This is an optimization exercise on Yosys and OpenROAD, whose aim is small area, a short achievable clock period and few clock cycles per item, not a production implementation.
At most, simulation tests tie the RTL to the original design; equivalence was not proved.
Only the layout flow was run in runs 5 and 6; the RTL was not checked for function there.
Power figures rest on the tool's default switching activity, not on a simulated workload.

**flow/config.mk**
```make
export PLATFORM = sky130hd
export DESIGN_NAME = MODULE_STATIC_PROCESS
export DESIGN_NICKNAME = MODULE_STATIC_PROCESS
export VERILOG_FILES = /design/flow/design.v
export SDC_FILE = /design/flow/constraint.sdc
export NUM_CORES = 4
export LEC_CHECK = 0
export CAP_MARGIN = 20
export CORE_MARGIN = 2
export CORE_UTILIZATION = 40
export PLACE_DENSITY = 0.6
export SLEW_MARGIN = 20
```
**flow/constraint.sdc**
```tcl
create_clock -name core_clock -period 29.0 [get_ports {clk}]
set_input_delay 5.8000 -clock core_clock [delete_from_list [all_inputs] [get_ports {clk}]]
set_output_delay 5.8000 -clock core_clock [all_outputs]
set_load 0.01 [all_outputs]
```
**flow/design.v**
```verilog
`timescale 1ns/1ps
module MODULE_STATIC_PROCESS (
    input clk,
    input rst,
    input [3:0] state_info,
    input [11:0] read_from_aux,
    input [11:0] read_from_ram,
    output reg [11:0] write2aux,
    output reg [11:0] write2ram,
    output reg [9:0] write2aux_addr,
    output reg [9:0] read_from_aux_addr,
    output reg [18:0] write2ram_addr,
    output reg [18:0] read_from_ram_addr,
    output reg ena_write_ram,
    output done
);
localparam [2:0] S_IDLE = 3'd0, S_FILT = 3'd1, S_HCLR = 3'd2, S_HCNT = 3'd3,
                 S_TA   = 3'd4, S_TC   = 3'd5, S_TW   = 3'd6, S_DONE = 3'd7;
reg [2:0] state;
reg       done_r;
assign done = done_r;
reg [1:0] op;             
wire op_blur   = (op == 2'd2);
wire op_emboss = (op == 2'd3);
wire [18:0] t = read_from_ram_addr;
wire [9:0]  ra = read_from_aux_addr;
wire in_filt = (state == S_FILT);
wire in_hcnt = (state == S_HCNT);
reg [11:0] px;
wire [3:0] R = px[11:8], G = px[7:4], B = px[3:0];
wire [47:0]  hR_T, hB_T;
wire [63:0]  hG_T;
wire [111:0] rR_T, rG_T, rB_T;
genvar gi;
generate
  for (gi = 0; gi < 16; gi = gi + 1) begin : tabs
    assign hR_T[gi*3 +: 3] = (30 * gi) / 100;
    assign hG_T[gi*4 +: 4] = (59 * gi) / 100;
    assign hB_T[gi*3 +: 3] = (11 * gi) / 100;
    assign rR_T[gi*7 +: 7] = (30 * gi) % 100;
    assign rG_T[gi*7 +: 7] = (59 * gi) % 100;
    assign rB_T[gi*7 +: 7] = (11 * gi) % 100;
  end
endgenerate
wire [2:0] hR = hR_T[R*3 +: 3], hB = hB_T[B*3 +: 3];
wire [3:0] hG = hG_T[G*4 +: 4];
wire [6:0] rR = rR_T[R*7 +: 7], rG = rG_T[G*7 +: 7], rB = rB_T[B*7 +: 7];
wire [8:0] sr = rR + rG + rB;
wire c2 = (sr >= 9'd200), c1 = (sr >= 9'd100);
wire [6:0] m1 = c2 ? sr - 9'd200 : c1 ? sr - 9'd100 : sr;
wire [3:0] g1 = hR + hG + hB + {c2, c1 & ~c2};
reg [3:0] pg;             
reg [6:0] pm;             
reg [3:0] e8, e9;
integer j;
always @* begin
  e8 = 4'd0;
  e9 = 4'd0;
  for (j = 1; j < 9; j = j + 1) if (pm >= (100 * j + 8) / 9) e8 = j;
  for (j = 1; j < 8; j = j + 1) if (pm >= (100 * j + 7) / 8) e9 = j;
end
wire [3:0] e2 = (op == 2'd0) ? e8 : op[1] ? {1'b0, e9[3:1]} : e9;
reg [11:0] ea;
reg [3:0]  eg, ee;
reg        ez, ew;        
reg        row0;          
wire [3:0] nTg = ea[11:8], nMg = ea[7:4], nBg = eg;
wire       nTh = ea[3],    nMh = ea[1],   nBh = ee[1];
wire [3:0] nMe = op_blur ? {2'b00, ea[1:0]} : ea[3:0];
wire [4:0] sT = op_blur ? {nTg, nTh} : {1'b0, nTg};
wire [4:0] sM = op_blur ? {nMg, nMh} : {1'b0, nMg};
wire [4:0] sB = op_blur ? {nBg, nBh} : {1'b0, nBg};
wire [3:0] dT = nTg;
wire [6:0] pN = dT + sM + nBg;                            
wire [6:0] plN = ew ? 7'd0 : op_emboss ? {3'd0, dT} : pN;
wire [6:0] prN = ez ? 7'd0 : op_emboss ? {3'd0, nBg} : pN;
wire [6:0] udN = sT + sB;
reg  [7:0] vN;
always @* begin
  case (op)
    2'd0: vN = nMg * 4'd9 + nMe;
    2'd1: vN = {1'b0, nMg, nMe[2:0]};
    default: vN = {2'b00, nMg, nMe[1:0]};
  endcase
end
wire subL = ~op[1];               
wire subR = ~op_blur;
wire [8:0] wN = op_emboss ? 9'd8 : vN + ({2'b00, udN} ^ {9{subL}}) + {subL, subL};
wire [8:0] lN = {2'b00, plN} ^ {9{subL}};
wire [8:0] rN = {2'b00, prN} ^ {9{subR}};
reg [8:0] w1;
reg [8:0] pl1, pl0;
wire [8:0] tot = w1 + pl0 + rN;
wire [3:0] res = op_blur ? tot[7:4] : (tot[8] ? 4'd0 : tot[3:0]);
reg        cp;            
reg [3:0]  cpb;           
reg        hb1;           
reg [3:0]  hbb;           
reg        hv1, hv2;
wire [11:0] hbase = ({1'b0, ra[4:0]} == write2aux_addr[5:0]) ? write2aux : read_from_aux;
wire [12:0] hnew = hbase + 13'd1;
wire        hcarry = hv2 & ~ra[4] & hnew[12];
wire        hold = in_hcnt & cp;
wire        hclr_last = (state == S_HCLR) && (ra[4:0] == 5'd31);
wire [3:0]  bin = ra[3:0];
wire [9:0]  ra_inc = ra + 10'd1;
wire [11:0] t_lo = t[11:0] + 12'd1;
wire [6:0]  t_hi = t[18:12] + {6'd0, in_tw | (&t[11:0])};
wire [18:0] t_inc = {t_hi, t_lo};
wire [11:0] dcnt = t[11:0];
wire [5:0]  col = t[17:12];
reg         tc1, dir;     
wire        in_tw = (state == S_TW);
wire        dok = ~dcnt[11];                        
wire [11:0] dm5 = dcnt - 12'd5;
wire        bottom = (write2ram_addr[18:7] >= 12'd2395);    
wire        go_up = ~dir & dok & ~dm5[11];
wire        go_down = dir & ~bottom;
wire        go_right = ~go_up & ~go_down;
wire        bar_end = go_right & (col == 6'd39);
wire        wr_step = ~in_tw | go_right;
wire [7:0]  wa_lo = {1'b0, write2ram_addr[6:0]} + {7'd0, wr_step};
wire [11:0] wa_hi = write2ram_addr[18:7] +
                    (wr_step ? {11'd0, wa_lo[7]} : go_up ? -12'd5 : 12'd5);
wire [18:0] wa_next = {wa_hi, wa_lo[6:0]};
wire [11:0] dnext = (tc1 ? {1'b0, ea[3:0], dcnt[6:0]} : dcnt) +
                    ((in_tw & go_down) ? 12'd5 : -12'd5);
wire [191:0] colour_T = {12'hFCC, 12'hFEE, 12'h9F9, 12'hEEF, 12'h8CF, 12'hFEB,
                         12'hBFF, 12'hFDB, 12'h9FF, 12'hFED, 12'hCFC, 12'hFFE,
                         12'h0F0, 12'hFFF, 12'hFF0, 12'hFFD};
wire [11:0] colour = colour_T[bin*12 +: 12];
localparam [18:0] T_WON  = 19'd644;       
localparam [18:0] T_WOFF = 19'd307202;    
localparam [18:0] T_HEND = 19'd307206;    
always @(posedge clk) begin
  px <= read_from_ram;
  ea <= read_from_aux;
  pg <= g1;
  pm <= m1;
  eg <= pg;
  ee <= e2;
  ez <= (ra == 10'd0);
  ew <= (ra == 10'd639);
  w1 <= wN;
  pl1 <= lN;
  pl0 <= pl1;
  hv2 <= hv1;
  hb1 <= hold;
  hbb <= cpb;
  cpb <= ra[3:0];
  cp <= in_hcnt & hcarry;
  hv1 <= hold | (in_hcnt & (t <= 19'd307198)) | hclr_last;
  case (state)
    S_FILT: write2ram <= {res, res, res};
    S_TA, S_TC, S_TW: write2ram <= colour;
    default: write2ram <= 12'd0;
  endcase
  case (state)
    S_FILT: begin
      write2aux_addr <= ra;
      write2aux <= {row0 ? 4'd0 : read_from_aux[7:4], pg,
                    op_blur ? {~row0 & read_from_aux[1], 1'b0, e2[1:0]} : e2};
    end
    S_HCLR: begin
      write2aux_addr <= ra;
      write2aux <= 12'd0;
    end
    default: begin
      write2aux_addr <= (in_hcnt & hv2) ? {5'd0, ra[4:0]} : 10'd32;
      write2aux <= hnew[11:0];
    end
  endcase
  case (state)
    S_IDLE: begin
      read_from_aux_addr <= 10'd0;
      write2ram_addr <= 19'd0;
      row0 <= 1'b1;
      read_from_ram_addr <= (state_info[3] && !state_info[2]) ? 19'd1 : 19'd0;
      if (state_info[3]) op <= state_info[1:0];
    end
    S_FILT: begin
      read_from_ram_addr <= t_inc;
      if (t[18:1] != 18'd0)
        read_from_aux_addr <= (ra == 10'd639) ? 10'd0 : ra_inc;
      if (t == 19'd641) row0 <= 1'b0;
      if (ena_write_ram) write2ram_addr <= wa_next;
    end
    S_HCLR: begin
      read_from_ram_addr <= 19'd0;
      read_from_aux_addr <= ra_inc;
    end
    S_HCNT: begin
      if (!cp) read_from_ram_addr <= t_inc;
      write2ram_addr <= (t == T_HEND) ? 19'd306560 : t;
      read_from_aux_addr <= (t == T_HEND) ? 10'd0 : {5'd0, hb1, hb1 ? hbb : g1};
    end
    S_TA: begin
      read_from_aux_addr <= {5'd0, 1'b1, bin};
      tc1 <= 1'b1;
      dir <= 1'b0;
      read_from_ram_addr[17:12] <= 6'd0;
    end
    S_TC: begin
      if (read_from_aux_addr[4]) begin
        read_from_ram_addr[11:0] <= {5'd0, ea[11:5]};
        read_from_aux_addr <= {6'd0, bin};
      end else begin
        read_from_ram_addr[11:0] <= dnext;
        tc1 <= 1'b0;
      end
    end
    S_TW: begin
      write2ram_addr <= wa_next;
      if (!go_right) read_from_ram_addr[11:0] <= dnext;
      if (go_right) begin
        read_from_ram_addr[17:12] <= t_hi[5:0];
        dir <= go_up | (~dir & dok);
      end
      if (bar_end) read_from_aux_addr <= ra_inc;
    end
    S_DONE: read_from_ram_addr <= 19'd0;
    default: ;
  endcase
end
always @(posedge clk) begin
  if (!rst) begin
    state <= S_IDLE;
    done_r <= 1'b0;
    ena_write_ram <= 1'b0;
  end else begin
    case (state)
      S_IDLE:
        if (state_info[3] && !state_info[2]) state <= S_FILT;
        else if (state_info == 4'd12) state <= S_HCLR;
      S_FILT: begin
        if (t == T_WON) ena_write_ram <= 1'b1;
        if (t == T_WOFF) begin
          ena_write_ram <= 1'b0;
          done_r <= 1'b1;
          state <= S_DONE;
        end
      end
      S_HCLR:
        if (ra[4:0] == 5'd31) state <= S_HCNT;
      S_HCNT: begin
        ena_write_ram <= (t < 19'd307200);
        if (t == T_HEND) state <= S_TA;
      end
      S_TA: state <= S_TC;
      S_TC: if (!tc1) begin
        ena_write_ram <= ~dnext[11];
        state <= S_TW;
      end
      S_TW: begin
        ena_write_ram <= ~bar_end & (dir | dok);
        if (bar_end) begin
          if (bin == 4'd15) begin
            done_r <= 1'b1;
            state <= S_DONE;
          end else begin
            state <= S_TA;
          end
        end
      end
      S_DONE:
        if (!state_info[3]) begin
          done_r <= 1'b0;
          state <= S_IDLE;
        end
      default: ;
    endcase
  end
end
endmodule
```
**flow/flow/run.sh**
```bash
#!/bin/bash
# Standard ORFS layout, with timing repair asked to leave extra setup slack
# at the design's 29 ns clock (the margin ORFS documents for finding a
# design's minimum period without editing the SDC), and port buffers of a
# stronger cell than the default pick.
set -euo pipefail
bash standard.sh SETUP_SLACK_MARGIN=22 "BUFFER_PORTS_ARGS=-buffer_cell sky130_fd_sc_hd__buf_2" finish > standard.log 2>&1
```
**flow/standard.sh**
```bash
#!/bin/bash
# synth_recipe.tcl (not shown) runs the flow's synth.tcl, then flattens the netlist and writes it again
# the make line also repeats each setting of config.mk as NAME=value (left out here)
make -C /OpenROAD-flow-scripts/flow DESIGN_CONFIG=/design/flow/config.mk WORK_HOME=/design/flow/orfs CLKGATE_MAP_FILE= SYNTH_SCRIPT=/design/flow/synth_recipe.tcl "${@:-finish}"
```
==> results.json, run 1 <==
{
  "status": "no timing/DRC/antenna violations",
  "layout-drive-gt1-share_pct": 14.5,
  "firstDrtPassIters": 5,
  "synth_top_family_by_area": "compound AO/OA/AOI/OAI gates",
  "cts_tree": "done",
  "synthAdderAreaFrac_pct": 16.6,
  "synth_ff_type": "dfxtp_1",
  "hp-class": "flop to flop",
  "critical_path_required_ns": 23.20,
  "skew_ns": 0.0120,
  "io_pins": 114,
  "cp_top_family": "flip-flops",
  "dieHeight_um": 177,
  "cp-start-kind": "flop",
  "drc": 0,
  "grt_max_degree": 32,
  "drt_iter0_markers": 881,
  "syn_avg_cell_area_um2": 8.77,
  "htree_num_levels": 4,
  "clk_pin_slew_ns": 0.07,
  "numCtsBuffers": 17,
  "p_per_area_nw_per_um2": 113,
  "worst-path-buf-inv": 1,
  "drv_slew": 0,
  "ys_seq_area_share_pct": 32.6,
  "drv_cap": 0,
  "totalPowerFinal_mw": 1.55,
  "period_needed_ns": 6.97,
  "post_layout_nonfiller_instances": 1880,
  "fp.dieW_um": 177,
  "grt_pass1_vias": 9785,
  "yosysWarnings": 1,
  "synth_compound_area_share_pct": 17.2,
  "grt_first_pass_wirelength_um": 52600,
  "fin_crit_sh_pct": 24.0,
  "synth_mux_area_share_pct": 4.21,
  "antenna_found_initial": 2,
  "synth_seq_cells": 169,
  "fin_util_pct": 46.3,
  "max_slew.worst_pin.slew_ns": 1.08,
  "use_met3_pct": 4.02,
  "timing.fmax_ghz": 0.144,
  "max_slew_margin_pct": 27.6,
  "slowest_delay_ns": 0.52,
  "hpwlAfterDp_um": 24400,
  "design_area_um2": 13700,
  "fillCellCount": 2867,
  "finalHoldViolCount": 0,
  "hp-start": "cpb[0]$_DFF_P_",
  "layout_commonest_cell": "inv_1",
  "worstPathMaxFanout": 7,
  "ant_nets": 0,
  "initial_core_util_pct": 40.6,
  "cts_hold_buf": 0,
  "holdWs_ns": 0.324,
  "vias": 10245,
  "layout_common_cells": "inv_1 (128), nand2_1 (122), dfxtp_1 (116), buf_2 (113), ha_1 (112)",
  "worstSkewPairLatency_ns": 0.44,
  "grt_overflow": 0,
  "finalSetupViolations": 0,
  "setup_slack_ns": 22.03,
  "vias_per_cell": 5.45,
  "synth-edff-count": 53,
  "cp.depth": 1,
  "rows": 63,
  "fin_tns_setup_ns": 0,
  "syn_to_final_growth_pct": 14.1,
  "multi_input_area_um2": 7400,
  "grtUsageMet1_pct": 30.1,
  "ir_worst_vdd_uv": 67.0,
  "die_area_um2": 31400,
  "synthXorXnorAreaFrac_pct": 7.50,
  "slowest_stage": "edfxtp_1",
  "rsz0062_at_grt": "no",
  "pre_cts_slack_ns": 21.67,
  "grtUsageTotal_pct": 21.3,
  "cts.sinks": 169,
  "syn_nets": 1540,
  "cts_root_buffer": "clkbuf_16",
  "startpoint": "read_from_ram_addr[3]$_DFFE_PP_",
  "p_leak_nw": 6.18,
  "synth_cell_types": 72,
  "place_area_um2": 12900,
  "syn_inst": 1368,
  "clockBufferDepth": 2,
  "regArea_um2": 3910,
  "dp.cells": 1822,
  "crit_type": "flop to primary output",
  "gp_congestion": 0.866,
  "hold_depth": 0,
  "totalWireLength_um": 32900,
  "worstPathCellList": "buf_2",
  "worstRegToRegCells": 24,
  "detail_route.wl_per_cell_um": 17.5,
  "async_flop_share_pct": 0,
  "arrival_ns": 1.17,
  "nets": 1646,
  "met2_usage_pct": 32.7,
  "syn_area_um2": 12000,
  "yosys.area_share.simple_pct": 15.8,
  "end_kind": "primary output",
  "core_area_um2": 29600,
  "grt-busiest-layer": "met2",
  "timing.rr.start": "op[0]$_DFFE_PP_",
  "io_buffers": 113
}
## routing by layer
metal	vias to the layer above	wire, µm
met5	-	0
met4	0	640
met3	37	2220
met2	358	14700
met1	4836	15400
li1	5014	-
## cell families (layout without fill, tap and decap cells)
family / count (synthesis) / count (layout)
xor+xnor: 101 / 101
other cells: 0 / 3
simple gates: 395 / 395
flops: 169 / 169
mux: 46 / 46
buf+inv: 185 / 304
compound gates: 330 / 330
fa+ha+maj: 142 / 142
## worst paths after layout
| path | endpoint | slack, ns |
|---|---|---|
| hold reg to reg | hbb[0]$_DFF_P_ | 0.32 |
| setup reg to reg | write2ram[9]$_DFF_P_ | 22.54 |
| hold / removal | hbb[0]$_DFF_P_ | 0.32 |
| setup / recovery | read_from_ram_addr[3] | 22.03 |
## cell type report
| class | count | share of cell area, % |
|---|---|---|
| multi-input combinational | 1014 | 54.1 |
| antenna | 3 | 0.0548 |
| timing repair buffer | 140 | 5.61 |
| inverter | 131 | 3.62 |
| tap | 390 | 3.56 |
| clock inverter | 12 | 0.905 |
| timing repair inverter | 1 | 0.0365 |
| sequential | 169 | 28.6 |
| clock buffer | 20 | 3.57 |
## flip-flops by register name, summed over array words and instances, names as in the netlist, 7 cells and up
| register | flops |
|---|---|
| pm | 7 |
| write2ram | 12 |
| w1 | 9 |
| write2ram_addr | 19 |
| read_from_ram_addr | 19 |
| pl1 | 7 |
| px | 12 |
| pl0 | 7 |
| read_from_aux_addr | 10 |
| ea | 12 |
| write2aux_addr | 10 |
| write2aux | 12 |
## repair_timing
action,in CTS,in global routing
cloned,0,1
gates resized for setup,0,4
setup buffers,14,8
endpoints found under the setup margin,14,17
## synthesized netlist by cell type (5+ instances only)
cell type  number  area (µm²)
a211oi_1       12        90.1
a21o_1         13        97.6
a21oi_1        83         415
a221oi_1        6        52.6
a22oi_1        11        82.6
a31oi_1         8        50.1
a32o_1          5        50.1
and2_1         19         119
and3_1         13        81.3
buf_1           6        22.5
clkbuf_1       44         165
dfxtp_1       116        2320
edfxtp_1       53        1590
fa_1           29         581
ha_1          113        1410
inv_1         129         484
mux2_2         12         135
mux2i_1        31         310
nand2_1       123         462
nand2b_1       11        68.8
nand3_1        39         195
nand3b_1        5        37.5
nand4_1        13        81.3
nor2_1         95         357
nor2b_1        17         106
nor3_1         23         115
nor3b_1         5        37.5
nor4_1          5        31.3
o211ai_1        5        37.5
o21a_1         11        82.6
o21ai_0       100         500
o21bai_1        8        60.1
o22ai_1        15        93.8
o311ai_0        6        52.6
o31ai_1         8        60.1
or2_2           9        56.3
or3_1           7        43.8
xnor2_1        67         587
xor2_1         32         280
## where the power goes
| group | leakage [nW] | switching (mW) | total [mW] | internal [mW] |
|---|---|---|---|---|
| registers | 1.57 | 0.0731 | 0.403 | 0.330 |
| clock network | 0.301 | 0.105 | 0.238 | 0.133 |
| logic | 4.31 | 0.526 | 0.907 | 0.381 |
| total | 6.18 | 0.704 | 1.55 | 0.844 |
Testbench counts, summed over its fixed seeds: cycles 5,411,422, frames 16.
==> inputs of run 2 (changes only) <==
--- a/flow/config.mk
+++ b/flow/config.mk
@@ -8,5 +8,6 @@
 export CAP_MARGIN = 20
 export CORE_MARGIN = 2
-export CORE_UTILIZATION = 40
-export PLACE_DENSITY = 0.6
+export CORE_UTILIZATION = 55
+export CTS_BUF_LIST = sky130_fd_sc_hd__clkbuf_8
+export PLACE_DENSITY = 0.7
 export SLEW_MARGIN = 20
==> results.json, run 2 <==
{
  "syn_area_um2": 12000,
  "p_leak_nw": 6.14,
  "detail_route.wl_per_cell_um": 18.4,
  "syn_avg_cell_area_um2": 8.77,
  "yosysTopAreaCellShare_pct": 19.4,
  "yosysTopAreaCell": "dfxtp_1",
  "clk_pin_slew_ns": 0.09,
  "totalWireLength_um": 32600,
  "hp-start": "pl1[7]$_DFF_P_",
  "async_flop_share_pct": 0,
  "dieHeight_um": 152,
  "startpoint": "write2aux[7]$_DFF_P_",
  "cp-start-kind": "flop",
  "synthTopCellsByCount": "inv_1 (129), nand2_1 (123), dfxtp_1 (116), ha_1 (113), o21ai_0 (100)",
  "worst-path-buf-inv": 1,
  "period_needed_ns": 6.97,
  "worstSkewPairLatency_ns": 0.48,
  "rrSetupSlack_ns": 22.48,
  "numCtsBuffers": 17,
  "synth_cell_types": 72,
  "grt_overflow": 0,
  "rows": 54,
  "finalSetupViolations": 0,
  "place_area_um2": 12800,
  "syn_inst": 1368,
  "skew_ns": 0.0277,
  "ys_seq_area_share_pct": 32.6,
  "slowest_stage": "dfxtp_1",
  "cp_top_family": "flip-flops",
  "syn_to_final_growth_pct": 11.5,
  "p_per_area_nw_per_um2": 112,
  "setup_slack_ns": 22.03,
  "finalHoldViolCount": 0,
  "layout-drive-gt1-share_pct": 14.4,
  "fin_tns_setup_ns": 0,
  "hold_depth": 0,
  "gp_congestion": 0.934,
  "synth-edff-count": 53,
  "vias_per_cell": 5.82,
  "cts_root_buffer": "clkbuf_8",
  "crit_type": "flop to primary output",
  "timing.fmax_ghz": 0.143,
  "synth_ff_type": "dfxtp_1",
  "layout_commonest_cell": "inv_1",
  "diodes": 0,
  "design_area_um2": 13400,
  "timing.rr.start": "px[9]$_DFF_P_",
  "r2r_end": "read_from_aux_addr[3]$_DFFE_PP_",
  "arrival_ns": 1.17,
  "drv_cap": 0,
  "worstHoldEndpoint": "pl0[7]$_DFF_P_",
  "grt_first_pass_wirelength_um": 50100,
  "hpwlAfterDp_um": 24000,
  "cts.sinks": 169,
  "max_slew_margin_pct": 21.7,
  "pre_cts_slack_ns": 21.61,
  "drv_slew": 0,
  "htree_num_levels": 4,
  "syn_nets": 1540,
  "grtUsageTotal_pct": 28.5,
  "drc": 0,
  "layout_common_cells": "inv_1 (132), nand2_1 (123), dfxtp_1 (116), buf_2 (113), ha_1 (112)",
  "largestRegisters": "read_from_ram_addr (19), write2ram_addr (19)",
  "io_pins": 114,
  "core_area_um2": 21600,
  "initial_core_util_pct": 55.5,
  "synth_seq_cells": 169,
  "max_slew.worst_pin.slew_ns": 1.17,
  "ir_worst_vdd_uv": 65.0,
  "worstRegToRegCells": 25,
  "drt_iter0_markers": 919,
  "io_buffers": 113,
  "die_area_um2": 23000,
  "yosysWarnings": 1,
  "status": "no timing/DRC/antenna violations",
  "grt_pass1_vias": 9460,
  "grt_max_degree": 32,
  "yosysMostFrequentCell": "inv_1",
  "firstDrtPassIters": 5,
  "critical_path_required_ns": 23.20,
  "vias": 10337,
  "ant_nets": 0,
  "yosys-top-cells-area": "dfxtp_1 (19%), edfxtp_1 (13%), ha_1 (12%)",
  "antenna_found_initial": 2,
  "fin_crit_sh_pct": 24.0,
  "cts_tree": "done",
  "nets": 1654,
  "hp-class": "flop to flop",
  "end_kind": "primary output",
  "rsz0062_at_grt": "no",
  "clockBufferDepth": 2,
  "worstPathMaxFanout": 2,
  "slowest_delay_ns": 0.51,
  "worstPathCellList": "buf_2",
  "fp.dieW_um": 152
}
-- run 2: stage by stage --
stage | hold WS, ns | power (mW) | std cells | utilization [%]
floorplan | 0.310 | 1.06 | 1368 | -
global placement | 0.310 | 1.27 | 1713 | 58.9
detailed placement | 0.314 | 1.29 | 1714 | 59.0
CTS | 0.333 | 1.48 | 1769 | 61.6
global route | 0.335 | 1.62 | 1775 | 61.9
finish | 0.331 | 1.49 | 1775 | 61.9
-- run 2: cell type report --
class,count,area [µm²]
clock buffers,19,262
clock inverters,13,130
fillers,1916,8250
inverters,131,495
multi-input cells,1014,7380
flip-flops and latches,169,3910
well taps,280,350
repair buffers,148,836
repair inverters,1,5.00
-- run 2: how the worst max path moves through the flow --
| stage | endpoint | slack (ns) | depth (start not counted) |
|---|---|---|---|
| 6_report | write2aux[7] | 22.03 | 1 |
| 5_1_grt | read_from_ram_addr[10] | 22.00 | 1 |
| 4_1_cts | read_from_aux_addr[7] | 22.02 | 1 |
| 3_5_place_dp | write2aux[10]$_DFF_P_ | 21.61 | 7 |
| 3_3_place_gp | write2aux[10]$_DFF_P_ | 21.67 | 7 |
| 2_1_floorplan | write2aux[10]$_DFF_P_ | 21.90 | 6 |
-- run 2: per-layer routing --
layer	track usage (%)	wire, µm
met5	0	0
met4	7.69	542
met3	5.33	2650
met2	42.3	14200
met1	42.4	15200
-- run 2: cells by family (layout without fill, tap and decap cells) --
logic type | after synthesis | in the layout | synth area share, %
compound gates | 330 | 330 | 17.2
xor+xnor | 101 | 101 | 7.50
buf+inv | 185 | 312 | 5.99
simple gates | 395 | 395 | 15.8
fa+ha+maj | 142 | 142 | 16.6
flops | 169 | 169 | 32.6
mux | 46 | 46 | 4.21
-- run 2: report_power, final --
part,switching (mW),leakage [nW],internal (mW)
Combinational,0.532,4.35,0.386
Sequential,0.0737,1.57,0.330
Clock,0.0909,0.215,0.0809
Total,0.696,6.14,0.797
-- run 2: what timing repair did --
item	CTS	global route
setup buffers	23	5
resized for setup	0	2
hold buffers	0	0
cloned	0	1
endpoints found under the setup margin	23	9
==> inputs of run 3 (changes only) <==
--- a/flow/design.v
+++ b/flow/design.v
@@ -176,5 +176,5 @@
       write2ram_addr <= 19'd0;
       row0 <= 1'b1;
-      read_from_ram_addr <= (state_info[3] && !state_info[2]) ? 19'd1 : 19'd0;
+      read_from_ram_addr <= 19'd0;
       if (state_info[3]) op <= state_info[1:0];
     end
--- a/flow/config.mk
+++ b/flow/config.mk
@@ -10,4 +10,6 @@
 export CORE_UTILIZATION = 55
 export CTS_BUF_LIST = sky130_fd_sc_hd__clkbuf_8
+export CTS_CLUSTER_DIAMETER = 150
+export CTS_CLUSTER_SIZE = 40
 export PLACE_DENSITY = 0.7
 export SLEW_MARGIN = 20
==> results.json, run 3 <==
{
  "status": "no timing/DRC/antenna violations",
  "io_pins": 114,
  "r2r_end": "write2ram[11]$_DFF_P_",
  "pre_cts_slack_ns": 21.81,
  "max_slew.worst_pin.slew_ns": 1.01,
  "syn_inst": 1378,
  "synth-edff-count": 53,
  "drc": 0,
  "grtUsageTotal_pct": 27.4,
  "hold_depth": 0,
  "firstDrtPassIters": 5,
  "synth_cell_types": 89,
  "place_area_um2": 12800,
  "drt_iter0_markers": 688,
  "clockBufferDepth": 2,
  "slowest_stage": "edfxtp_1",
  "numCtsBuffers": 17,
  "timing.fmax_ghz": 0.143,
  "syn_to_final_growth_pct": 11.7,
  "worstRegToRegCells": 23,
  "syn_nets": 1549,
  "layout_commonest_cell": "nand2_1",
  "synth_ff_type": "dfxtp_1",
  "layout_common_cells": "nand2_1 (128), inv_1 (118), dfxtp_1 (116), buf_2 (114)",
  "arrival_ns": 1.17,
  "syn_area_um2": 12100,
  "cts.sinks": 169,
  "cts_root_buffer": "clkbuf_8",
  "worstPathCellList": "buf_2",
  "gp_congestion": 0.893,
  "die_area_um2": 23100,
  "drv_cap": 0,
  "io_buffers": 113,
  "post_layout_nonfiller_instances": 1793,
  "timing.rr.start": "op[0]$_DFFE_PP_",
  "regArea_um2": 3910,
  "fp.dieW_um": 152,
  "totalWireLength_um": 31900,
  "syn_avg_cell_area_um2": 8.76,
  "hp-start": "hv1$_DFF_P_",
  "holdWs_ns": 0.335,
  "yosys-top-cells-area": "dfxtp_1 (19%), edfxtp_1 (13%), ha_1 (12%)",
  "fin_tns_setup_ns": 0,
  "nets": 1669,
  "cp-start-kind": "flop",
  "synth_seq_cells": 169,
  "yosysTopAreaCellShare_pct": 19.2,
  "cts_hold_buf": 0,
  "fillCellCount": 1928,
  "dieHeight_um": 152,
  "htree_num_levels": 4,
  "rrSetupSlack_ns": 22.61,
  "ir_worst_vdd_uv": 74.4,
  "worstHoldEndpoint": "hv2$_DFF_P_",
  "yosysTopAreaCell": "dfxtp_1",
  "p_leak_nw": 6.12,
  "skew_ns": 0.0244,
  "core_area_um2": 21700,
  "yosysMostFrequentCell": "nand2_1",
  "drv_slew": 0,
  "multi_input_area_um2": 7480,
  "grt_overflow": 0,
  "worst-path-buf-inv": 1,
  "period_needed_ns": 6.97,
  "slowest_delay_ns": 0.50,
  "yosysWarnings": 1,
  "finalSetupViolations": 0,
  "dp.cells": 1726,
  "crit_type": "flop to primary output",
  "ys_seq_area_share_pct": 32.4,
  "async_flop_share_pct": 0,
  "setup_slack_ns": 22.03,
  "end_kind": "primary output",
  "p_per_area_nw_per_um2": 114,
  "largestRegisters": "read_from_ram_addr (19), write2ram_addr (19)",
  "hp-class": "flop to flop",
  "layout-drive-gt1-share_pct": 14.8,
  "detail_route.wl_per_cell_um": 17.8,
  "initial_core_util_pct": 55.6,
  "finalHoldViolCount": 0,
  "vias_per_cell": 5.83,
  "hpwlAfterDp_um": 24000,
  "synthTopCellsByCount": "nand2_1 (129), inv_1 (119), dfxtp_1 (116), nor2_1 (113), ha_1 (112)",
  "cts_tree": "done",
  "grt_max_degree": 28,
  "grt_pass1_vias": 9870,
  "worstPathMaxFanout": 4,
  "antenna_found_initial": 1,
  "grt_first_pass_wirelength_um": 51500,
  "rows": 54,
  "clk_pin_slew_ns": 0.11,
  "critical_path_required_ns": 23.20,
  "rsz0062_at_grt": "yes",
  "design_area_um2": 13500,
  "cp_top_family": "flip-flops",
  "max_slew_margin_pct": 32.5,
  "ant_nets": 0,
  "worstSkewPairLatency_ns": 0.48,
  "vias": 10462,
  "fin_crit_sh_pct": 24.0
}
## run 3: area by class of cell
class	count	share of cell area [%]
Multi-Input combinational cell	1035	55.5
Sequential cell	169	29.0
Timing Repair Buffer	154	6.46
Inverter	120	3.37
Tap cell	280	2.60
Clock buffer	17	1.74
Clock inverter	15	1.20
Timing Repair inverter	1	0.0371
Antenna cell	2	0.0371
## run 3: cells by family (layout without fill, tap and decap cells)
| logic type | count (synthesis) | count (layout) | share of synthesized area [%] |
|---|---|---|---|
| flip-flops | 169 | 169 | 32.4 |
| XOR/XNOR | 97 | 97 | 7.32 |
| AO/OA/AOI/OAI | 315 | 315 | 16.8 |
| other | 0 | 2 | 0 |
| adder cells (fa/ha/maj) | 141 | 141 | 16.4 |
| AND/OR/NAND/NOR | 439 | 439 | 17.6 |
| buffers and inverters | 174 | 307 | 5.60 |
| multiplexers | 43 | 43 | 3.84 |
## run 3: power breakdown
part	internal, mW	switching, mW
logic	0.399	0.570
registers	0.333	0.0638
clock network	0.0779	0.0953
total	0.810	0.729
## run 3: metal layers
metal	vias up	track usage [%]	share of wire, %	wire, µm
li1	5075	-	-	-
met5	-	0	0	0
met3	49	4.71	6.8	2170
met1	4948	39.2	46	14800
met4	0	7.92	2.0	624
met2	390	42.8	45	14300
## run 3: timing repair
| item | 4_1_cts | 5_1_grt |
|---|---|---|
| pin swaps | 0 | 0 |
| buffers inserted | 20 | 12 |
| setup endpoints to repair | 20 | 20 |
| resized for setup | 0 | 2 |
| cloned | 0 | 1 |
| hold endpoints to repair | 0 | 0 |
## run 3: through the flow
step / util, % / power (mW)
final: 62.1 / 1.54
after detailed placement: 59.1 / 1.33
after global placement: 59.1 / 1.31
after CTS: 61.6 / 1.52
after floorplan: - / 1.09
after global routing: 62.1 / 1.67
## run 3: how the worst max path moves through the flow
stage / start / to / cells after the start
2_1_floorplan: read_from_aux[1] / write2aux[10]$_DFF_P_ / 6
5_1_grt: read_from_ram_addr[18]$_SDFFCE_PP0P_ / read_from_ram_addr[18] / 1
4_1_cts: read_from_aux_addr[3]$_DFFE_PP_ / read_from_aux_addr[3] / 1
6_report: read_from_ram_addr[18]$_SDFFCE_PP0P_ / read_from_ram_addr[18] / 1
3_5_place_dp: read_from_aux[4] / write2aux[10]$_DFF_P_ / 7
3_3_place_gp: read_from_aux[4] / write2aux[10]$_DFF_P_ / 7
Testbench counts of run 3, summed over its fixed seeds: cycles 5,411,430, frames 16.
==> inputs of run 4 (changes only) <==
--- a/flow/config.mk
+++ b/flow/config.mk
@@ -10,6 +10,4 @@
 export CORE_UTILIZATION = 55
 export CTS_BUF_LIST = sky130_fd_sc_hd__clkbuf_8
-export CTS_CLUSTER_DIAMETER = 150
-export CTS_CLUSTER_SIZE = 40
 export PLACE_DENSITY = 0.7
 export SLEW_MARGIN = 20
==> results.json, run 4 <==
{
  "skew_ns": 0.0244,
  "firstDrtPassIters": 5,
  "crit_type": "flop to primary output",
  "fin_util_pct": 62.1,
  "clockBufferDepth": 2,
  "status": "no timing/DRC/antenna violations",
  "initial_core_util_pct": 55.6,
  "synthTopCellsByCount": "nand2_1 (129), inv_1 (119), dfxtp_1 (116), nor2_1 (113), ha_1 (112)",
  "synth_top_family_by_area": "simple AND/OR/NAND/NOR gates",
  "ys_seq_area_share_pct": 32.4,
  "syn_area_um2": 12100,
  "dp.cells": 1726,
  "timing.fmax_ghz": 0.143,
  "cts.sinks": 169,
  "arrival_ns": 1.17,
  "htree_num_levels": 4,
  "p_seq_share_pct": 25.8,
  "layout-drive-gt1-share_pct": 14.8,
  "finalHoldViolCount": 0,
  "grt_pass1_vias": 9870,
  "io_buffers": 113,
  "antenna_found_initial": 1,
  "yosysTopAreaCellShare_pct": 19.2,
  "hp-class": "flop to flop",
  "clk_pin_slew_ns": 0.11,
  "period_needed_ns": 6.97,
  "layout_common_cells": "nand2_1 (128), inv_1 (118), dfxtp_1 (116), buf_2 (114)",
  "startpoint": "read_from_ram_addr[18]$_SDFFCE_PP0P_",
  "io_pins": 114,
  "dieHeight_um": 152,
  "worstSkewPairLatency_ns": 0.48,
  "holdWs_ns": 0.335,
  "cts_tree": "done",
  "fillCellCount": 1928,
  "p_clk_share_pct": 11.3,
  "grtUsageTotal_pct": 27.4,
  "synth_seq_cells": 169,
  "gp_congestion": 0.893,
  "synth_compound_area_share_pct": 16.8,
  "setup_slack_ns": 22.03,
  "fp.dieW_um": 152,
  "totalWireLength_um": 31900,
  "drc": 0,
  "p_leak_nw": 6.12,
  "yosys.area_share.simple_pct": 17.6,
  "hpwlAfterDp_um": 24000,
  "nets": 1669,
  "fin_crit_sh_pct": 24.0,
  "worstRegToRegCells": 23,
  "end_kind": "primary output",
  "swShare_pct": 47.4,
  "synthAdderAreaFrac_pct": 16.4,
  "core_area_um2": 21700,
  "drv_slew": 0,
  "post_layout_nonfiller_instances": 1793,
  "numCtsBuffers": 17,
  "async_flop_share_pct": 0,
  "cp-start-kind": "flop",
  "vias": 10462,
  "internal_power_mw": 0.810,
  "critical_path_required_ns": 23.20,
  "design_area_um2": 13500,
  "drt_iter0_markers": 688,
  "slowest_delay_ns": 0.50,
  "layout_commonest_cell": "nand2_1",
  "yosysWarnings": 1,
  "ir_worst_vdd_uv": 74.4,
  "syn_nets": 1549,
  "finalSetupViolations": 0,
  "syn_inst": 1378,
  "max_slew_margin_pct": 32.5,
  "detail_route.wl_per_cell_um": 17.8,
  "synth_ff_type": "dfxtp_1",
  "cp_top_family": "flip-flops",
  "totalPowerFinal_mw": 1.54,
  "synthXorXnorAreaFrac_pct": 7.32,
  "synth_cell_types": 89,
  "rows": 54,
  "max_slew.worst_pin.slew_ns": 1.01,
  "worstPathCellList": "buf_2",
  "hp-start": "hv1$_DFF_P_",
  "syn_to_final_growth_pct": 11.7,
  "drv_cap": 0,
  "grt_first_pass_wirelength_um": 51500,
  "hold_depth": 0,
  "fin_tns_setup_ns": 0,
  "timing.rr.start": "op[0]$_DFFE_PP_",
  "synth-edff-count": 53,
  "slowest_stage": "edfxtp_1",
  "p_switching_mw": 0.729,
  "cp.depth": 1,
  "yosys-top-cells-area": "dfxtp_1 (19%), edfxtp_1 (13%), ha_1 (12%)",
  "yosysMostFrequentCell": "nand2_1",
  "largestRegisters": "read_from_ram_addr (19), write2ram_addr (19)",
  "grt_overflow": 0,
  "grt_max_degree": 28,
  "pre_cts_slack_ns": 21.81,
  "rsz0062_at_grt": "yes",
  "worstPathMaxFanout": 4,
  "p_per_area_nw_per_um2": 114,
  "vias_per_cell": 5.83,
  "yosysTopAreaCell": "dfxtp_1",
  "ant_nets": 0,
  "syn_avg_cell_area_um2": 8.76,
  "cts_root_buffer": "clkbuf_8",
  "die_area_um2": 23100,
  "synth_mux_area_share_pct": 3.84,
  "worst-path-buf-inv": 1,
  "p_comb_share_pct": 63.0,
  "place_area_um2": 12800
}
[run 4: final cells by class]
type	instances	area, µm²	share of cell area, %
Timing Repair inverter	1	5.00	0.0371
Clock inverter	15	161	1.20
Timing Repair Buffer	154	871	6.46
Clock buffer	17	234	1.74
Sequential cell	169	3910	29.0
Inverter	120	454	3.37
Tap cell	280	350	2.60
Multi-Input combinational cell	1035	7480	55.5
Antenna cell	2	5.00	0.0371
[run 4: final timing paths]
check	slack, ns	end
worst max-delay path	22.03	read_from_ram_addr[18]
worst min-delay path	0.33	hv2$_DFF_P_
worst max register to register	22.61	write2ram[11]$_DFF_P_
worst min register to register	0.33	hv2$_DFF_P_
[run 4: what timing repair did]
| action | 4_1_cts | 5_1_grt |
|---|---|---|
| gates cloned | 0 | 1 |
| buffers inserted | 20 | 12 |
| gates resized for setup | 0 | 2 |
| hold buffers | 0 | 0 |
| setup endpoints to repair | 20 | 20 |
[run 4: power by group through the flow]
stage | clock network, mW | logic [mW] | registers [mW]
floorplan | 0 | 0.696 | 0.394
CTS | 0.174 | 0.953 | 0.397
detailed placement | 0 | 0.914 | 0.419
global route | 0.185 | 1.08 | 0.405
finish | 0.173 | 0.969 | 0.397
global placement | 0 | 0.895 | 0.418
[run 4: kinds of logic (layout without fill, tap and decap cells)]
logic type      after synthesis  count (layout)
compound gates              315             315
fa+ha+maj                   141             141
buf+inv                     174             307
mux                          43              43
xor+xnor                     97              97
flops                       169             169
simple gates                439             439
other cells                   0               2
[run 4: routing by layer]
| layer | vias to the layer above | GRT usage [%] | share of wire [%] |
|---|---|---|---|
| met4 | 0 | 7.92 | 2.0 |
| li1 | 5075 | - | - |
| met5 | - | 0 | 0 |
| met2 | 390 | 42.8 | 45 |
| met3 | 49 | 4.71 | 6.8 |
| met1 | 4948 | 39.2 | 46 |
==> inputs of run 5 (changes only) <==
--- a/flow/design.v
+++ b/flow/design.v
@@ -50,6 +50,6 @@
 wire [6:0] m1 = c2 ? sr - 9'd200 : c1 ? sr - 9'd100 : sr;
 wire [3:0] g1 = hR + hG + hB + {c2, c1 & ~c2};
-reg [3:0] pg;             
-reg [6:0] pm;             
+wire [3:0] pg = g1;
+wire [6:0] pm = m1;
 reg [3:0] e8, e9;
 integer j;
@@ -130,12 +130,10 @@
                          12'h0F0, 12'hFFF, 12'hFF0, 12'hFFD};
 wire [11:0] colour = colour_T[bin*12 +: 12];
-localparam [18:0] T_WON  = 19'd644;       
-localparam [18:0] T_WOFF = 19'd307202;    
+localparam [18:0] T_WON  = 19'd643;       
+localparam [18:0] T_WOFF = 19'd307201;    
 localparam [18:0] T_HEND = 19'd307206;    
 always @(posedge clk) begin
   px <= read_from_ram;
   ea <= read_from_aux;
-  pg <= g1;
-  pm <= m1;
   eg <= pg;
   ee <= e2;
@@ -181,7 +179,7 @@
     S_FILT: begin
       read_from_ram_addr <= t_inc;
-      if (t[18:1] != 18'd0)
+      if (t != 19'd0)
         read_from_aux_addr <= (ra == 10'd639) ? 10'd0 : ra_inc;
-      if (t == 19'd641) row0 <= 1'b0;
+      if (t == 19'd640) row0 <= 1'b0;
       if (ena_write_ram) write2ram_addr <= wa_next;
     end
==> results.json, run 5 <==
{
  "gp_congestion": 0.925,
  "critical_path.endpoint": "read_from_ram_addr[16]",
  "synth_seq_cells": 158,
  "grt_overflow": 0,
  "firstDrtPassIters": 5,
  "die_area_um2": 22600,
  "ys_seq_area_share_pct": 31.4,
  "synth-edff-count": 53,
  "timing.rr.start": "op[0]$_DFFE_PP_",
  "hpwlAfterDp_um": 23100,
  "grtUsageMet1_pct": 39.3,
  "largestRegisters": "read_from_ram_addr (19), write2ram_addr (19)",
  "initial_core_util_pct": 56.0,
  "r2r_end": "write2ram[6]$_DFF_P_",
  "yosysMostFrequentCell": "nand2_1",
  "totalPowerFinal_mw": 1.67,
  "end_kind": "primary output",
  "finalHoldViolCount": 0,
  "yosysTopAreaCellShare_pct": 17.9,
  "syn_nets": 1520,
  "startpoint": "read_from_ram_addr[16]$_SDFFCE_PP0P_",
  "crit_type": "flop to primary output",
  "period_needed_ns": 6.97,
  "drv_slew": 0,
  "worstPathCellList": "buf_2",
  "max_slew_margin_pct": 31.7,
  "detail_route.wl_per_cell_um": 18.0,
  "clockBufferDepth": 2,
  "layout_commonest_cell": "nand2_1",
  "grtUsageTotal_pct": 28.0,
  "p_per_area_nw_per_um2": 127,
  "ant_nets": 0,
  "cp_top_family": "flip-flops",
  "design_area_um2": 13100,
  "async_flop_share_pct": 0,
  "critical_path_required_ns": 23.20,
  "worstRegToRegCells": 26,
  "yosys-top-cells-area": "dfxtp_1 (18%), edfxtp_1 (14%), ha_1 (12%)",
  "synthTopCellsByCount": "nand2_1 (134), ha_1 (113), dfxtp_1 (105), inv_1 (105), nor2_1 (104)",
  "fillCellCount": 1811,
  "cts.sinks": 158,
  "syn_avg_cell_area_um2": 8.73,
  "ir_worst_vdd_uv": 57.7,
  "io_buffers": 113,
  "grt-busiest-layer": "met2",
  "vias_per_cell": 5.89,
  "cts_tree": "done",
  "synth_cell_types": 88,
  "clk_pin_slew_ns": 0.11,
  "synth_ff_type": "dfxtp_1",
  "worstSkewPairLatency_ns": 0.48,
  "yosysWarnings": 1,
  "syn_inst": 1348,
  "fin_tns_setup_ns": 0,
  "dp.cells": 1678,
  "slowest_stage": "edfxtp_1",
  "slowest_delay_ns": 0.50,
  "vias": 10271,
  "numCtsBuffers": 17,
  "holdWs_ns": 0.333,
  "rows": 53,
  "layout-drive-gt1-share_pct": 14.9,
  "skew_ns": 0.0211,
  "met2_usage_pct": 43.9,
  "grt_max_degree": 38,
  "core_area_um2": 21000,
  "cts_root_buffer": "clkbuf_8",
  "totalWireLength_um": 31300,
  "cp-start-kind": "flop",
  "drc": 0,
  "drv_cap": 0,
  "use_met3_pct": 5.30,
  "arrival_ns": 1.17,
  "p_leak_nw": 6.02,
  "max_slew.worst_pin.slew_ns": 1.02,
  "antenna_found_initial": 4,
  "rrSetupSlack_ns": 22.50,
  "worstPathMaxFanout": 6,
  "finalSetupViolations": 0,
  "yosysTopAreaCell": "dfxtp_1",
  "post_layout_nonfiller_instances": 1743,
  "dieHeight_um": 150,
  "hp-class": "flop to flop",
  "layout_common_cells": "nand2_1 (133), buf_2 (114), ha_1 (113), inv_1 (105), dfxtp_1 (105)",
  "fin_crit_sh_pct": 24.0,
  "nets": 1624,
  "rsz0062_at_grt": "no",
  "syn_to_final_growth_pct": 11.7,
  "cp.depth": 1,
  "fp.dieW_um": 150,
  "drt_iter0_markers": 944,
  "place_area_um2": 12500,
  "grt_first_pass_wirelength_um": 49700,
  "htree_num_levels": 4,
  "status": "no timing/DRC/antenna violations",
  "timing.fmax_ghz": 0.144,
  "syn_area_um2": 11800,
  "worst-path-buf-inv": 1,
  "io_pins": 114,
  "grt_pass1_vias": 9629
}
## run 5: how the worst min path moves through the flow
stage / startpoint / endpoint / cells past startpoint
finish: pl1[4]$_DFF_P_ / pl0[4]$_DFF_P_ / 0
global route: cpb[0]$_DFF_P_ / hbb[0]$_DFF_P_ / 0
CTS: pl1[4]$_DFF_P_ / pl0[4]$_DFF_P_ / 0
detailed placement: pl1[1]$_DFF_P_ / pl0[1]$_DFF_P_ / 0
global placement: hv1$_DFF_P_ / hv2$_DFF_P_ / 0
floorplan: cpb[0]$_DFF_P_ / hbb[0]$_DFF_P_ / 0
## run 5: per-stage QoR
step / util, % / setup WS [ns]
floorplan: - / 21.91
global placement: 59.3 / 21.70
detailed placement: 59.3 / 21.67
CTS: 62.0 / 21.85
global route: 62.5 / 21.99
finish: 62.5 / 22.03
## run 5: repair_timing
| item | 4_1_cts | 5_1_grt |
|---|---|---|
| resized for setup | 0 | 5 |
| buffers inserted | 20 | 10 |
| hold buffers | 0 | 0 |
| endpoints found under the setup margin | 19 | 18 |
| endpoints found under the hold margin | 0 | 0 |
## run 5: layer usage
metal	share of wire [%]	up-vias
met2	45	407
met4	2.6	2
li1	-	4937
met5	0.042	-
met1	44	4869
met3	8.1	56
## run 5: where the power goes
part           leakage, nW  total, mW  internal [mW]  switching, mW
combinational         4.35       1.12          0.446          0.671
sequential            1.46      0.380          0.321         0.0589
clock                0.210      0.172         0.0672          0.105
## run 5: cell families (layout without fill, tap and decap cells)
| logic type | count (synthesis) | after routing | synth area share [%] |
|---|---|---|---|
| AND/OR/NAND/NOR | 392 | 392 | 15.6 |
| multiplexers | 40 | 40 | 3.67 |
| AO/OA/AOI/OAI | 343 | 343 | 18.9 |
| XOR/XNOR | 102 | 102 | 7.72 |
| other | 0 | 3 | 0 |
| flip-flops | 158 | 158 | 31.4 |
| buffers and inverters | 171 | 288 | 5.69 |
| adder cells (fa/ha/maj) | 142 | 142 | 17.0 |
## run 5: area by class of cell
cell class | count | area [µm²] | area share, %
inverters | 108 | 408 | 3.10
flip-flops and latches | 158 | 3690 | 28.1
diodes | 3 | 7.51 | 0.0571
clock buffers | 17 | 234 | 1.78
multi-input cells | 1019 | 7440 | 56.6
clock inverters | 15 | 186 | 1.42
repair buffers | 148 | 826 | 6.28
well taps | 275 | 344 | 2.62
==> inputs of run 6 (changes only) <==
--- a/flow/design.v
+++ b/flow/design.v
@@ -50,6 +50,6 @@
 wire [6:0] m1 = c2 ? sr - 9'd200 : c1 ? sr - 9'd100 : sr;
 wire [3:0] g1 = hR + hG + hB + {c2, c1 & ~c2};
-wire [3:0] pg = g1;
-wire [6:0] pm = m1;
+reg [3:0] pg;             
+reg [6:0] pm;             
 reg [3:0] e8, e9;
 integer j;
@@ -104,8 +104,8 @@
 wire        hclr_last = (state == S_HCLR) && (ra[4:0] == 5'd31);
 wire [3:0]  bin = ra[3:0];
-wire [9:0]  ra_inc = ra + 10'd1;
-wire [11:0] t_lo = t[11:0] + 12'd1;
-wire [6:0]  t_hi = t[18:12] + {6'd0, in_tw | (&t[11:0])};
-wire [18:0] t_inc = {t_hi, t_lo};
+wire [9:0]  ra_inc = ra + {9'd0, ~in_tw | bar_end};
+wire [12:0] t_lo = {1'b0, t[11:0]} + {12'd0, ~hold};
+wire [6:0]  t_hi = t[18:12] + {6'd0, in_tw ? go_right : t_lo[12]};
+wire [18:0] t_inc = {t_hi, t_lo[11:0]};
 wire [11:0] dcnt = t[11:0];
 wire [5:0]  col = t[17:12];
@@ -114,4 +114,5 @@
 wire        dok = ~dcnt[11];                        
 wire [11:0] dm5 = dcnt - 12'd5;
+wire        in_filt_ena = in_filt & ena_write_ram;
 wire        bottom = (write2ram_addr[18:7] >= 12'd2395);    
 wire        go_up = ~dir & dok & ~dm5[11];
@@ -119,21 +120,23 @@
 wire        go_right = ~go_up & ~go_down;
 wire        bar_end = go_right & (col == 6'd39);
-wire        wr_step = ~in_tw | go_right;
+wire        wr_step = in_filt_ena | (in_tw & go_right);
 wire [7:0]  wa_lo = {1'b0, write2ram_addr[6:0]} + {7'd0, wr_step};
 wire [11:0] wa_hi = write2ram_addr[18:7] +
-                    (wr_step ? {11'd0, wa_lo[7]} : go_up ? -12'd5 : 12'd5);
+                    ((in_tw & go_up) ? -12'd5 : (in_tw & go_down) ? 12'd5 : {11'd0, wa_lo[7]});
 wire [18:0] wa_next = {wa_hi, wa_lo[6:0]};
 wire [11:0] dnext = (tc1 ? {1'b0, ea[3:0], dcnt[6:0]} : dcnt) +
-                    ((in_tw & go_down) ? 12'd5 : -12'd5);
+                    ((in_tw & go_down) ? 12'd5 : (in_tw & go_right) ? 12'd0 : -12'd5);
 wire [191:0] colour_T = {12'hFCC, 12'hFEE, 12'h9F9, 12'hEEF, 12'h8CF, 12'hFEB,
                          12'hBFF, 12'hFDB, 12'h9FF, 12'hFED, 12'hCFC, 12'hFFE,
                          12'h0F0, 12'hFFF, 12'hFF0, 12'hFFD};
 wire [11:0] colour = colour_T[bin*12 +: 12];
-localparam [18:0] T_WON  = 19'd643;       
-localparam [18:0] T_WOFF = 19'd307201;    
+localparam [18:0] T_WON  = 19'd644;       
+localparam [18:0] T_WOFF = 19'd307202;    
 localparam [18:0] T_HEND = 19'd307206;    
 always @(posedge clk) begin
   px <= read_from_ram;
   ea <= read_from_aux;
+  pg <= g1;
+  pm <= m1;
   eg <= pg;
   ee <= e2;
@@ -170,24 +173,16 @@
   endcase
   case (state)
-    S_IDLE: begin
-      read_from_aux_addr <= 10'd0;
-      write2ram_addr <= 19'd0;
-      row0 <= 1'b1;
-      read_from_ram_addr <= 19'd0;
-      if (state_info[3]) op <= state_info[1:0];
-    end
     S_FILT: begin
       read_from_ram_addr <= t_inc;
-      if (t != 19'd0)
-        read_from_aux_addr <= (ra == 10'd639) ? 10'd0 : ra_inc;
-      if (t == 19'd640) row0 <= 1'b0;
-      if (ena_write_ram) write2ram_addr <= wa_next;
+      read_from_aux_addr <= (t[18:1] == 18'd0 || ra == 10'd639) ? 10'd0 : ra_inc;
+      write2ram_addr <= wa_next;
     end
     S_HCLR: begin
       read_from_ram_addr <= 19'd0;
       read_from_aux_addr <= ra_inc;
+      write2ram_addr <= 19'd0;
     end
     S_HCNT: begin
-      if (!cp) read_from_ram_addr <= t_inc;
+      read_from_ram_addr <= t_inc;
       write2ram_addr <= (t == T_HEND) ? 19'd306560 : t;
       read_from_aux_addr <= (t == T_HEND) ? 10'd0 : {5'd0, hb1, hb1 ? hbb : g1};
@@ -195,27 +190,35 @@
     S_TA: begin
       read_from_aux_addr <= {5'd0, 1'b1, bin};
+      read_from_ram_addr <= 19'd0;
+      write2ram_addr <= wa_next;
+    end
+    S_TC: begin
+      read_from_aux_addr <= {6'd0, bin};
+      read_from_ram_addr <= {7'd0, read_from_aux_addr[4] ? {5'd0, ea[11:5]} : dnext};
+      write2ram_addr <= wa_next;
+    end
+    S_TW: begin
+      write2ram_addr <= wa_next;
+      read_from_ram_addr <= {t_hi, dnext};
+      read_from_aux_addr <= ra_inc;
+    end
+    default: begin
+      read_from_aux_addr <= 10'd0;
+      write2ram_addr <= 19'd0;
+      read_from_ram_addr <= 19'd0;
+    end
+  endcase
+  case (state)
+    S_IDLE: begin
+      row0 <= 1'b1;
+      if (state_info[3]) op <= state_info[1:0];
+    end
+    S_FILT: if (t == 19'd641) row0 <= 1'b0;
+    S_TA: begin
       tc1 <= 1'b1;
       dir <= 1'b0;
-      read_from_ram_addr[17:12] <= 6'd0;
-    end
-    S_TC: begin
-      if (read_from_aux_addr[4]) begin
-        read_from_ram_addr[11:0] <= {5'd0, ea[11:5]};
-        read_from_aux_addr <= {6'd0, bin};
-      end else begin
-        read_from_ram_addr[11:0] <= dnext;
-        tc1 <= 1'b0;
-      end
-    end
-    S_TW: begin
-      write2ram_addr <= wa_next;
-      if (!go_right) read_from_ram_addr[11:0] <= dnext;
-      if (go_right) begin
-        read_from_ram_addr[17:12] <= t_hi[5:0];
-        dir <= go_up | (~dir & dok);
-      end
-      if (bar_end) read_from_aux_addr <= ra_inc;
-    end
-    S_DONE: read_from_ram_addr <= 19'd0;
+    end
+    S_TC: if (!read_from_aux_addr[4]) tc1 <= 1'b0;
+    S_TW: if (go_right) dir <= go_up | (~dir & dok);
     default: ;
   endcase
==> results.json, run 6 <==
{
  "synth_seq_cells": 169,
  "synthTopCellsByCount": "dfxtp_1 (160), nand2_1 (144), ha_1 (111), o21ai_0 (100), inv_1 (98)",
  "core_area_um2": 20900,
  "die_area_um2": 22300,
  "dp.cells": 1698,
  "synth-edff-count": 9,
  "crit_type": "flop to primary output",
  "cts_root_buffer": "clkbuf_8",
  "dieHeight_um": 149,
  "skew_ns": 0.0168,
  "firstDrtPassIters": 5,
  "layout_common_cells": "nand2_1 (144), dfxtp_1 (141), buf_2 (113), ha_1 (110), o21ai_0 (100)",
  "ant_nets": 0,
  "slowest_delay_ns": 0.50,
  "drt_iter0_markers": 535,
  "syn_area_um2": 11600,
  "diodes": 0,
  "place_area_um2": 12400,
  "detail_route.wl_per_cell_um": 18.0,
  "critical_path_required_ns": 23.20,
  "numCtsBuffers": 17,
  "grtUsageTotal_pct": 28.2,
  "rsz0062_at_grt": "no",
  "p_per_area_nw_per_um2": 105,
  "fin_tns_setup_ns": 0,
  "grt_overflow": 0,
  "totalWireLength_um": 31200,
  "design_area_um2": 12900,
  "finalSetupViolations": 0,
  "syn_to_final_growth_pct": 10.9,
  "period_needed_ns": 6.96,
  "synthXorXnorAreaFrac_pct": 7.47,
  "yosysMostFrequentCell": "dfxtp_1",
  "slowest_stage": "edfxtp_1",
  "synthAdderAreaFrac_pct": 17.0,
  "cts_tree": "done",
  "worstPathCellList": "buf_2",
  "layout-drive-gt1-share_pct": 14.8,
  "ir_worst_vdd_uv": 64.8,
  "post_layout_nonfiller_instances": 1738,
  "grt_first_pass_wirelength_um": 49300,
  "drv_cap": 0,
  "drv_slew": 0,
  "yosys-top-cells-area": "dfxtp_1 (28%), ha_1 (12%), fa_1 (5.0%)",
  "pre_cts_slack_ns": 21.65,
  "clockBufferDepth": 2,
  "io_pins": 114,
  "fin_crit_sh_pct": 24.0,
  "yosysTopAreaCellShare_pct": 27.6,
  "yosys.area_share.simple_pct": 17.1,
  "synth_cell_types": 79,
  "syn_inst": 1359,
  "async_flop_share_pct": 0,
  "clk_pin_slew_ns": 0.09,
  "grt_max_degree": 40,
  "syn_avg_cell_area_um2": 8.54,
  "io_buffers": 113,
  "hpwlAfterDp_um": 23600,
  "cp_top_family": "flip-flops",
  "cts_hold_buf": 0,
  "vias": 10224,
  "totalPowerFinal_mw": 1.35,
  "max_slew.worst_pin.slew_ns": 0.875,
  "synth_ff_type": "dfxtp_1",
  "fp.dieW_um": 149,
  "arrival_ns": 1.16,
  "gp_congestion": 0.965,
  "status": "no timing/DRC/antenna violations",
  "synth_mux_area_share_pct": 3.88,
  "antenna_found_initial": 0,
  "cp-start-kind": "flop",
  "yosysWarnings": 1,
  "largestRegisters": "read_from_ram_addr (19), write2ram_addr (19)",
  "rows": 53,
  "finalHoldViolCount": 0,
  "ys_seq_area_share_pct": 29.9,
  "worstPathMaxFanout": 6,
  "vias_per_cell": 5.88,
  "nets": 1620,
  "layout_commonest_cell": "nand2_1",
  "initial_core_util_pct": 55.6,
  "worst-path-buf-inv": 1,
  "syn_nets": 1529,
  "synth_top_family_by_area": "compound AO/OA/AOI/OAI gates",
  "synth_compound_area_share_pct": 19.6,
  "end_kind": "primary output",
  "drc": 0,
  "max_slew_margin_pct": 41.4,
  "cts.sinks": 169,
  "htree_num_levels": 4,
  "yosysTopAreaCell": "dfxtp_1",
  "timing.fmax_ghz": 0.144,
  "hp-class": "flop to flop",
  "p_leak_nw": 5.92,
  "setup_slack_ns": 22.04,
  "worstSkewPairLatency_ns": 0.47,
  "grt_pass1_vias": 9380
}
==> run 6: cell count changes after synthesis, moves of 8 or more <==
cell | before | now
dfxtp_1 | 105 | 160
nor2_1 | 104 | 77
o21ai_0 | 92 | 100
a211oi_1 | 4 | 15
a21oi_1 | 90 | 64
o311ai_0 | 3 | 11
edfxtp_1 | 53 | 9
a21o_1 | 20 | 29
nand2_1 | 134 | 144
nand2b_1 | 12 | 23
==> run 6: cell families (layout without fill, tap and decap cells) <==
logic type | count (synthesis) | after routing
buffers and inverters | 155 | 259
AO/OA/AOI/OAI | 347 | 347
XOR/XNOR | 99 | 99
adder cells (fa/ha/maj) | 140 | 140
AND/OR/NAND/NOR | 408 | 408
multiplexers | 41 | 41
flip-flops | 169 | 169
==> run 6: repair_timing <==
item	CTS	global route
endpoints found under the setup margin	19	15
buffers inserted	5	2
pin swaps	0	0
endpoints found under the hold margin	0	0
resized for setup	14	10
==> run 6: per-layer routing <==
metal / global-route usage [%] / vias up / wire length [µm]
met5: 0 / - / 0
met4: 7.10 / 0 / 503
met3: 5.75 / 39 / 2260
met2: 43.6 / 365 / 14100
met1: 40.4 / 4837 / 14400
li1: - / 4983 / -
==> run 6: through the flow <==
stage / util [%] / hold slack, ns
after global placement: 59.2 / 0.310
after floorplan: - / 0.310
after global routing: 61.6 / 0.340
after CTS: 61.4 / 0.336
final: 61.6 / 0.333
after detailed placement: 59.2 / 0.314
==> run 6: report_power, final <==
group	internal [mW]	switching (mW)	leakage [nW]
sequential	0.298	0.0668	1.42
combinational	0.341	0.477	4.29
clock	0.0743	0.0972	0.209
==> run 6: path summary, 6_finish.rpt <==
kind	from	cells after the start	slack (ns)	end
min reg2reg	hv1$_DFF_P_	0	0.33	hv2$_DFF_P_
min	hv1$_DFF_P_	0	0.33	hv2$_DFF_P_
max reg2reg	op[0]$_DFFE_PP_	21	22.42	write2ram[8]$_DFF_P_
max	read_from_aux_addr[3]$_DFFE_PP_	1	22.04	read_from_aux_addr[3]
==> run 6: area by class of cell <==
cell class,count,area (µm²)
sequential,169,3500
fill,1865,8010
clock buffer,18,248
timing repair buffer,126,663
multi-input combinational,1035,7580
inverter,101,383
tap,275,344
clock inverter,14,155
==> inputs of run 7 (changes only) <==
--- a/flow/design.v
+++ b/flow/design.v
@@ -50,6 +50,6 @@
 wire [6:0] m1 = c2 ? sr - 9'd200 : c1 ? sr - 9'd100 : sr;
 wire [3:0] g1 = hR + hG + hB + {c2, c1 & ~c2};
-reg [3:0] pg;             
-reg [6:0] pm;             
+wire [3:0] pg = g1;
+wire [6:0] pm = m1;
 reg [3:0] e8, e9;
 integer j;
@@ -131,12 +131,10 @@
                          12'h0F0, 12'hFFF, 12'hFF0, 12'hFFD};
 wire [11:0] colour = colour_T[bin*12 +: 12];
-localparam [18:0] T_WON  = 19'd644;       
-localparam [18:0] T_WOFF = 19'd307202;    
+localparam [18:0] T_WON  = 19'd643;       
+localparam [18:0] T_WOFF = 19'd307201;    
 localparam [18:0] T_HEND = 19'd307206;    
 always @(posedge clk) begin
   px <= read_from_ram;
   ea <= read_from_aux;
-  pg <= g1;
-  pm <= m1;
   eg <= pg;
   ee <= e2;
@@ -175,5 +173,5 @@
     S_FILT: begin
       read_from_ram_addr <= t_inc;
-      read_from_aux_addr <= (t[18:1] == 18'd0 || ra == 10'd639) ? 10'd0 : ra_inc;
+      read_from_aux_addr <= (t == 19'd0 || ra == 10'd639) ? 10'd0 : ra_inc;
       write2ram_addr <= wa_next;
     end
@@ -214,5 +212,5 @@
       if (state_info[3]) op <= state_info[1:0];
     end
-    S_FILT: if (t == 19'd641) row0 <= 1'b0;
+    S_FILT: if (t == 19'd640) row0 <= 1'b0;
     S_TA: begin
       tc1 <= 1'b1;
==> results.json, run 7 <==
{
  "rsz0062_at_grt": "no",
  "io_pins": 114,
  "wl_met3_um": 1920,
  "io_buffers": 113,
  "cp_top_family": "flip-flops",
  "worstHoldEndpoint": "pl0[4]$_DFF_P_",
  "rrSetupSlack_ns": 22.40,
  "worstSkewPairLatency_ns": 0.47,
  "fin_util_pct": 62.4,
  "htree_num_levels": 4,
  "slowest_stage": "dfxtp_2",
  "p_per_area_nw_per_um2": 95.1,
  "cts_hold_buf": 0,
  "grt_max_degree": 37,
  "multi_input_area_um2": 7620,
  "drv_cap": 0,
  "cts_root_buffer": "clkbuf_8",
  "yosysTopAreaCell": "dfxtp_1",
  "critical_path_required_ns": 23.20,
  "initial_core_util_pct": 56.4,
  "crit_type": "flop to primary output",
  "synth-edff-count": 9,
  "grtUsageTotal_pct": 27.3,
  "drv_slew": 0,
  "firstDrtPassIters": 5,
  "worstPathCellList": "buf_2",
  "period_needed_ns": 6.96,
  "largestRegisters": "read_from_ram_addr (19), write2ram_addr (19)",
  "clk_pin_slew_ns": 0.09,
  "arrival_ns": 1.16,
  "max_slew_margin_pct": 31.2,
  "core_area_um2": 20400,
  "drt_iter0_markers": 712,
  "vias": 10005,
  "ant_nets": 0,
  "clockBufferDepth": 2,
  "grt_first_pass_wirelength_um": 48000,
  "dr.max_layer_used": "met4",
  "totalWireLength_um": 29800,
  "regArea_um2": 3270,
  "detail_route.wl_per_cell_um": 17.1,
  "synth_ff_type": "dfxtp_1",
  "gp_congestion": 0.882,
  "grt_pass1_vias": 9364,
  "hpwlAfterDp_um": 22600,
  "timing.fmax_ghz": 0.144,
  "synthTopCellsByCount": "dfxtp_1 (149), nand2_1 (126), inv_1 (118), ha_1 (111), o21ai_0 (100)",
  "grt_overflow": 0,
  "drc": 0,
  "worstRegToRegCells": 23,
  "ys_seq_area_share_pct": 28.3,
  "hp-class": "flop to flop",
  "cp-start-kind": "flop",
  "status": "no timing/DRC/antenna violations",
  "yosys-top-cells-area": "dfxtp_1 (26%), ha_1 (12%), xnor2_1 (5.1%)",
  "fin_tns_setup_ns": 0,
  "max_slew.worst_pin.slew_ns": 1.03,
  "synth_cell_types": 88,
  "routed-wl-met2_um": 13600,
  "dieHeight_um": 149,
  "r2r_end": "read_from_aux_addr[3]$_DFFE_PP_",
  "p_leak_nw": 5.90,
  "die_area_um2": 22100,
  "rows": 52,
  "synth_seq_cells": 158,
  "yosysWarnings": 1,
  "finalSetupViolations": 0,
  "syn_avg_cell_area_um2": 8.42,
  "numCtsBuffers": 17,
  "cts_tree": "done",
  "layout_commonest_cell": "dfxtp_1"
}
==> run 7: cell types whose count changed in the layout (fill, tap and decap cells not counted), sizes merged, moves of 6 or more <==
| cell | change |
|---|---|
| a21o | -9 |
| a21oi | +29 |
| a22oi | -8 |
| dfxtp | -11 |
| inv | +20 |
| nand2 | -19 |
| nand2b | -7 |
| nor2 | +21 |
| o21bai | +11 |
| o311ai | -6 |
| or3 | -6 |
==> run 7: per-stage QoR <==
stage / std cells / power (mW) / setup slack (ns) / area [µm²]
6_report: 1738 / 1.21 / 22.04 / 12700
5_1_grt: 1737 / 1.31 / 22.00 / 12700
4_1_cts: 1734 / 1.20 / 22.01 / 12700
3_5_place_dp: 1696 / 1.03 / 21.68 / 12200
3_3_place_gp: 1696 / 1.02 / 21.73 / 12200
2_1_floorplan: 1365 / 0.871 / 22.00 / 11500
==> run 7: area by class of cell <==
class / instances / area share [%]
multi-input cells: 1033 / 59.9
flip-flops and latches: 158 / 25.7
repair buffers: 124 / 5.10
inverters: 119 / 3.54
well taps: 270 / 2.66
clock buffers: 17 / 1.84
clock inverters: 15 / 1.20
repair inverters: 1 / 0.0394
diodes: 1 / 0.0197
==> run 7: where the power goes <==
part / switching (mW) / internal, mW / leakage (nW)
Combinational: 0.437 / 0.312 / 4.37
Sequential: 0.0302 / 0.262 / 1.33
Clock: 0.0961 / 0.0714 / 0.201
==> run 7: worst register-to-register path: cells and delay by family (launching register included) <==
family	cells	cell delay [ns]
xor gates and xnor gates	4	0.80
and+or+nand+nor	1	0.26
DFF	1	0.41
AOI/OAI and AO/OA	5	1.41
muxes	2	0.46
adders and majority gates	7	2.50
buffers and inverters	4	0.48
==> run 7: layer usage <==
metal,vias to the layer above,track usage (%)
li1,4959,-
met1,4692,37.1
met2,307,44.2
met3,47,4.97
met4,0,8.48
met5,-,0
==> run 7: cell families (layout without fill, tap and decap cells) <==
family / after synthesis / in the layout / share of synthesized area [%]
AO/OA/AOI/OAI: 353 / 353 / 20.0
XOR/XNOR: 102 / 102 / 7.94
adder cells (fa/ha/maj): 140 / 140 / 17.1
buffers and inverters: 174 / 276 / 5.87
flip-flops: 158 / 158 / 28.3
multiplexers: 44 / 44 / 4.06
other: 0 / 1 / 0
AND/OR/NAND/NOR: 394 / 394 / 16.7
==> run 7: repair_timing <==
action	4_1_cts	5_1_grt
pin swaps	0	1
gates cloned	0	1
buffers inserted	6	2
resized for setup	9	7
setup endpoints to repair	13	18
==> run 7: worst max-delay path by stage <==
stage	from	endpoint	depth (start not counted)
after global routing	read_from_ram_addr[5]$_DFF_P_	read_from_ram_addr[5]	1
after global placement	read_from_aux[3]	write2aux[11]$_DFF_P_	8
after floorplan	read_from_aux[3]	write2aux[11]$_DFF_P_	7
after CTS	read_from_ram_addr[4]$_DFF_P_	read_from_ram_addr[4]	1
final	read_from_aux_addr[4]$_DFF_P_	read_from_aux_addr[4]	1
after detailed placement	read_from_aux[3]	write2aux[11]$_DFF_P_	8
Testbench counts of run 7, summed over its fixed seeds: cycles 5,411,422, frames 16.
